This design comes from an exercise in tuning for small area and a short achievable clock period on the open sky130 flow, not from production work. Function was checked by simulation only, so behaviour that the tests miss may differ from the original. Power figures rest on the tool's default switching activity, not on a simulated workload.

==> flow/design.v (excerpt) <==
module Fir(reset_n,clk,x_in,y_out);
input reset_n,clk;
input [15:0]x_in;
output [23:0]y_out;
reg [13:0]r4;
reg [17:0]r3;
reg [17:0]r2;
reg [17:0]r1;
reg c3_9;
reg c2_9;
reg c1_9;
wire zx;
wire [17:0]a3_s;
wire [18:0]a3_c;
wire [17:0]a3_r;
wire [18:0]a3_k;
wire [17:0]a2_s;
wire [18:0]a2_c;
wire [17:0]a2_r;
wire [18:0]a2_k;
wire [17:0]a1_s;
wire [18:0]a1_c;
wire [17:0]a1_r;
wire [18:0]a1_k;
wire [17:0]r1i9;
wire [13:0]yg;
wire [13:0]yp;
wire [13:0]yt;
wire [17:0]y;
wire yh1;
wire yh2;
assign zx=~(x_in[2]|x_in[1]|x_in[0]);    
fadd u1(.a(x_in[0]),.b(~x_in[3]),.c(r4[0]),.s(a3_s[0]),.co(a3_c[1]));
fadd u2(.a(x_in[1]),.b(~x_in[4]),.c(r4[1]),.s(a3_s[1]),.co(a3_c[2]));
fadd u3(.a(x_in[2]),.b(~x_in[5]),.c(r4[2]),.s(a3_s[2]),.co(a3_c[3]));
fadd u4(.a(x_in[3]),.b(~x_in[6]),.c(r4[3]),.s(a3_s[3]),.co(a3_c[4]));
fadd u5(.a(x_in[4]),.b(~x_in[7]),.c(r4[4]),.s(a3_s[4]),.co(a3_c[5]));
fadd u6(.a(x_in[5]),.b(~x_in[8]),.c(r4[5]),.s(a3_s[5]),.co(a3_c[6]));
fadd u7(.a(x_in[6]),.b(~x_in[9]),.c(r4[6]),.s(a3_s[6]),.co(a3_c[7]));
fadd u8(.a(x_in[7]),.b(~x_in[10]),.c(r4[7]),.s(a3_s[7]),.co(a3_c[8]));
fadd u9(.a(x_in[8]),.b(~x_in[11]),.c(r4[8]),.s(a3_s[8]),.co(a3_c[9]));
fadd u10(.a(x_in[9]),.b(~x_in[12]),.c(r4[9]),.s(a3_s[9]),.co(a3_c[10]));
fadd u11(.a(x_in[10]),.b(~x_in[13]),.c(r4[10]),.s(a3_s[10]),.co(a3_c[11]));
fadd u12(.a(x_in[11]),.b(~x_in[14]),.c(r4[11]),.s(a3_s[11]),.co(a3_c[12]));
fadd u13(.a(x_in[12]),.b(~x_in[15]),.c(r4[12]),.s(a3_s[12]),.co(a3_c[13]));
assign a3_s[13]=~(x_in[13]^r4[13]);
assign a3_c[14]=x_in[13]|r4[13];
assign a3_s[14]=~(x_in[14]^a3_c[14]);
assign a3_c[15]=x_in[14]|a3_c[14];
assign a3_s[15]=~(x_in[15]^a3_c[15]);
assign a3_c[16]=x_in[15]|a3_c[15];
hadd u14(.a(a3_s[0]),.b(zx),.s(a3_r[0]),.co(a3_k[1]));
fadd u15(.a(a3_s[1]),.b(a3_c[1]),.c(a3_k[1]),.s(a3_r[1]),.co(a3_k[2]));
fadd u16(.a(a3_s[2]),.b(a3_c[2]),.c(a3_k[2]),.s(a3_r[2]),.co(a3_k[3]));
  ...
clock: 10.0 ns
lec_check: 0
cap_margin: 20
core_margin: 2
core_utilization: 40
cts_buf_list: sky130_fd_sc_hd__clkbuf_4 sky130_fd_sc_hd__clkbuf_8
cts_cluster_size: 30
setup_slack_margin: 4.3
slew_margin: 20
synth_hierarchical: 1
synth_minimum_keep_size: 0
standard.sh (not shown) runs the stock make flow with config.mk's settings and CLKGATE_MAP_FILE= SYNTH_SCRIPT=/design/flow/synth_recipe.tcl, a recipe that flattens the netlist after the stock synthesis.
==> flow/flow/run.sh <==
#!/bin/bash
# Own layout flow: the standard flow (standard.sh), with two changes:
#  - clock tree synthesis without dummy load cells (-dont_use_dummy_load),
#  - port buffers start from buf_1 instead of the flow's default choice.
# Each tool's output goes to the ORFS logs under orfs/logs/; make's own output
# goes to flow_make.log here.
set -euo pipefail
bash standard.sh \
  "CTS_ARGS=-sink_clustering_enable -repair_clock_nets -dont_use_dummy_load -sink_clustering_size 30 -buf_list {sky130_fd_sc_hd__clkbuf_4 sky130_fd_sc_hd__clkbuf_8}" \
  "BUFFER_PORTS_ARGS=-buffer_cell sky130_fd_sc_hd__buf_1" \
  finish > flow_make.log 2>&1
==> next run, changes <==
CORE_UTILIZATION = 60   (was 40)
CTS_BUF_LIST = not set   (was sky130_fd_sc_hd__clkbuf_4 sky130_fd_sc_hd__clkbuf_8)
CTS_CLUSTER_SIZE = not set   (was 30)
Outcome: Setup slack loses 15 ps. Power goes up by a few percent. First-iteration DRC count goes down by roughly a tenth. Cell count goes down by a little under a tenth. Worst hold slack gains 9.0 ps. Sequential share of layout area goes up by 0.41 points. Area after synthesis stays the same. Cell area goes down slightly.
==> next run, changes <==
CORE_UTILIZATION = 40   (was 60)
CTS_BUF_LIST = sky130_fd_sc_hd__clkbuf_4 sky130_fd_sc_hd__clkbuf_8   (was not set)
CTS_CLUSTER_SIZE = 30   (was not set)
SETUP_SLACK_MARGIN = 0.0   (was 4.3)
The changed run went through all stages and came out clean.
Via count drops by 2.2%.
Critical path depth climbs by 4.
Power drops by 6.3%.
Global-route usage drops by 7.8 points.
Design area drops by 2.4%.
Flip-flop and latch count stays the same.
Final cell count climbs by 8.6%.
Die area climbs by 48%.
Routed wire length drops by 6.0%.
==> next run, changes <==
SETUP_SLACK_MARGIN = 4.0   (was 0.0)
The new run passed the timing, design-rule and antenna checks.
Synthesized cell count does not change.
Cell count is unchanged.
Power barely changes.
Die area is unchanged.
Synthesized area does not change.
Worst setup slack gains 420 ps.
Fmax climbs by 7.1%.
Global-route usage does not change.
Count of clock-buffer cells in the layout does not change.
==> next run, changes <==
SETUP_SLACK_MARGIN = 3.7   (was 4.0)
Global-route usage stays the same. Non-clock buffer count stays the same. Die area stays the same. Setup slack gets worse by 200 ps.

[afterwards: timing with drivers on the ports]
In the flow no input, the clock included, has a driving cell. The finished layouts below were timed again as built, in two steps.
Step 1 assumes that a clkbuf_16 drives the clock port and a buf_2 every other input.
Step 2 moves the port delays by t, midway between the first and last clock arrival at a register: inputs arrive t later, outputs are due t later. That takes back most of the time a late clock gives input paths.
a / b / c = no drivers / after step 1 / after step 2; a / b = the first two.
run	t (ns)	setup WS [ns]	hold slack, ns
the first run	0.365	4.399 / 4.376 / 4.040	0.471 / 0.471 / 0.471
the second run	0.381	4.383 / 4.359 / 4.028	0.480 / 0.480 / 0.480
the third run	0.361	3.720 / 3.729 / 3.368	0.480 / 0.480 / 0.480
the fourth run	0.361	4.136 / 4.133 / 3.772	0.480 / 0.480 / 0.480
the fifth run	0.360	3.937 / 3.914 / 3.618	0.480 / 0.480 / 0.480
After both steps setup and hold are still met in every run listed. For the fourth run, which loses most, drivers alone change the setup slack by -0.003 ns; drivers and shift together by -0.364 ns.
